This design comes from an exercise in tuning for small area on the open sky130 flow, not from production work. Only simulation tests tie the RTL to the original design; equivalence was not proved. The clock port is modelled as an ideal driver; clocking choices that lean on that would not hold on a real chip. Power and IR drop assume default switching activity.

==> flow/design.v <==
module jtag (
	input TCK,
	input TDI,
	output TDO,
	input TMS,
	input HREADY,
	input HRESP,
	input [31:0] HRDATA,
	output HWRITE,
	output [1:0] HTRANS,
	output [31:0] HWDATA,
	output [31:0] HADDR
);
  localparam [3:0] TEST_LOGIC_RESET = 4'hf,
    RUN_TEST_IDLE = 4'hc,
    SELECT_DR_SCAN = 4'h7,
    CAPTURE_DR = 4'h6,
    SHIFT_DR = 4'h2,
    EXIT_1_DR = 4'h1,
    PAUSE_DR = 4'h3,
    EXIT_2_DR = 4'h0,
    UPDATE_DR = 4'h5,
    SELECT_IR_SCAN = 4'h4,
    CAPTURE_IR = 4'he,
    SHIFT_IR = 4'ha,
    EXIT_1_IR = 4'h9,
    PAUSE_IR = 4'hb,
    EXIT_2_IR = 4'h8,
    UPDATE_IR = 4'hd;
  localparam [2:0] I_BYPASS = 3'b000, I_OTHER = 3'b010, I_IDCODE = 3'b001,
                   I_WDATA = 3'b011, I_ADDR = 3'b100, I_RDATA = 3'b110;
  reg [3:0] state;
  reg [2:0] ins;
  reg [31:0] sr;      
  reg [31:0] ar;      
  reg [31:0] rd;      
  reg bp;             
  reg act;            
  always @(posedge TCK)
    case (state)
      TEST_LOGIC_RESET: state <= TMS ? TEST_LOGIC_RESET : RUN_TEST_IDLE;
      RUN_TEST_IDLE:    state <= TMS ? SELECT_DR_SCAN : RUN_TEST_IDLE;
      SELECT_DR_SCAN:   state <= TMS ? SELECT_IR_SCAN : CAPTURE_DR;
      CAPTURE_DR:       state <= TMS ? EXIT_1_DR : SHIFT_DR;
      SHIFT_DR:         state <= TMS ? EXIT_1_DR : SHIFT_DR;
      EXIT_1_DR:        state <= TMS ? UPDATE_DR : PAUSE_DR;
      PAUSE_DR:         state <= TMS ? EXIT_2_DR : PAUSE_DR;
      EXIT_2_DR:        state <= TMS ? UPDATE_DR : SHIFT_DR;
      UPDATE_DR:        state <= TMS ? SELECT_DR_SCAN : RUN_TEST_IDLE;
      SELECT_IR_SCAN:   state <= TMS ? TEST_LOGIC_RESET : CAPTURE_IR;
      CAPTURE_IR:       state <= TMS ? EXIT_1_IR : SHIFT_IR;
      SHIFT_IR:         state <= TMS ? EXIT_1_IR : SHIFT_IR;
      EXIT_1_IR:        state <= TMS ? UPDATE_IR : PAUSE_IR;
      PAUSE_IR:         state <= TMS ? EXIT_2_IR : PAUSE_IR;
      EXIT_2_IR:        state <= TMS ? UPDATE_IR : SHIFT_IR;
      default:          state <= TMS ? SELECT_DR_SCAN : RUN_TEST_IDLE;  
    endcase
  wire tlr   = state == TEST_LOGIC_RESET;
  wire cap_dr = state == CAPTURE_DR;
  wire sh_dr = state == SHIFT_DR;
  wire upd_dr = state == UPDATE_DR;
  wire cap_ir = state == CAPTURE_IR;
  wire sh_ir = state == SHIFT_IR;
  wire upd_ir = state == UPDATE_IR;
  wire is_b = ins == I_BYPASS;
  wire is_i = ins == I_IDCODE;
  wire is_s = ins[0];                    
  wire is_a = ins == I_ADDR;
  wire is_r = ins == I_RDATA;
  wire hw = ins[0];                      
  wire is_x = ins == I_WDATA || ins == I_RDATA;
  wire [3:0] ir = sr[31:28];
  reg [2:0] dec;
  always @*
    case (ir)
      4'b0000: dec = I_BYPASS;
      4'b1000: dec = I_IDCODE;
      4'b0100: dec = I_ADDR;
      4'b1100: dec = I_WDATA;
      4'b0010: dec = I_RDATA;
      default: dec = I_OTHER;
    endcase
  always @(posedge TCK)
    if (tlr) ins <= I_BYPASS;
    else if (upd_ir) ins <= dec;
  wire s_cap = cap_ir || (cap_dr && is_s);
  wire s_sh = sh_ir || (sh_dr && is_s);
  wire s_capi = cap_dr && is_i;
  wire s_hold = !(s_cap || s_sh);
  always @(posedge TCK)
    sr <= ({32{s_capi}} & 32'hf0f0f0f0) | ({32{s_sh}} & {TDI, sr[31:1]}) | ({32{s_hold}} & sr);
  wire a_sh = sh_dr && is_a;
  wire a_hold = !(a_sh || tlr);
  always @(posedge TCK)
    ar <= ({32{a_sh}} & {TDI, ar[31:1]}) | ({32{a_hold}} & ar);
  wire r_sh = sh_dr && is_r;
  wire r_ld = act && !hw;
  wire r_hold = !(r_sh || r_ld || tlr);
  always @(posedge TCK)
    rd <= ({32{r_sh}} & {TDI, rd[31:1]}) | ({32{r_ld}} & HRDATA) | ({32{r_hold}} & rd);
  always @(posedge TCK)
    if (tlr || (cap_dr && is_b)) bp <= 1'b0;
    else if (sh_dr && is_b) bp <= TDI;
  always @(posedge TCK)
    act <= upd_dr && HREADY && is_x;
  assign HTRANS = {act, 1'b0};
  assign HWRITE = hw;
  assign HADDR = ar;
  assign HWDATA = sr;
  assign TDO = is_a ? ar[0] : is_r ? rd[0] : is_s ? sr[0] : bp;
endmodule
clock: 10.0 ns
lec_check: 0
cap_margin: 20
core_margin: 2
core_utilization: 70
slew_margin: 20
standard.sh (not shown) runs the stock make flow with config.mk's settings and CLKGATE_MAP_FILE= SYNTH_SCRIPT=/design/flow/synth_recipe.tcl, a recipe that flattens the netlist after the stock synthesis.
==> flow/flow/run.sh <==
#!/bin/bash
# Own layout flow: the standard flow (standard.sh) with
#  - an area-oriented ABC script in synthesis (flow/my_synth.tcl, flow/area.abc);
#    registers are mapped before ABC runs, so they are the standard synthesis's,
#  - single-drive buffers (buf_1) on the ports,
#  - the clock distributed by flow/clock_tree.tcl before CTS: the registers are
#    split by position into four groups, each driven by one clkbuf_16 that the
#    clock port drives directly; CTS then has no net left to build.
# Every tool's output goes to the ORFS logs under orfs/logs, and make's own
# output to standard_flow.log.
set -euo pipefail
here=$(pwd)
export MY_ABC_SCRIPT=$here/flow/area.abc
export PRE_CTS_TCL=$here/flow/clock_tree.tcl MY_CLK_K=4 MY_CLK_BUF=sky130_fd_sc_hd__clkbuf_16
export BUFFER_PORTS_ARGS="-buffer_cell sky130_fd_sc_hd__buf_1"
export CTS_ARGS="-sink_clustering_enable -repair_clock_nets -dont_use_dummy_load"
sed "s#SYNTH_SCRIPT=[^ ]*#SYNTH_SCRIPT=$here/flow/my_synth.tcl #" standard.sh > my_standard.sh
grep -q "my_synth.tcl" my_standard.sh
bash my_standard.sh > standard_flow.log 2>&1
Other scripts of this flow, unchanged in this note and not shown: flow/flow/area.abc, flow/flow/clock_tree.tcl, flow/flow/my_synth.tcl
The baseline ran to the end with no violations.
Then changed:
CORE_UTILIZATION = 50   (was 70)
Effect:
- register-to-register slack gets better by 0.55 ns
- flip-flop and latch count stays the same
- routed wire length decreases by a few percent
- clock power stays flat
- hold slack is about the same
- final area is higher slightly
- total power came out lower slightly

==> re-timing with driven ports <==
The flow's constraints put no driver on any port. The routed layouts listed below were extracted and timed again, unchanged, in two steps.
Step 1: set_driving_cell puts a clkbuf_16 on TCK and a buf_2 on each other input, an assumption about the parent block.
Step 2 moves the port delays by t, midway between the first and last clock arrival at a register: inputs arrive t later, outputs are due t later. That takes back most of the time a late clock gives input paths.
Slacks: no drivers / after step 1 / after step 2; pairs: no drivers / after step 1.
run	t (ns)	setup slack, ns	hold WS [ns]	latest minus earliest clock arrival (ns)	worst data-port slew with drivers (ns)
the first run	0.226	6.635 / 6.560 / 6.786	0.477 / 0.477 / 0.477	0.023 / 0.023	0.05
the second run	0.226	6.695 / 6.623 / 6.848	0.476 / 0.476 / 0.476	0.017 / 0.017	0.05
After both steps every run listed still meets setup and hold.
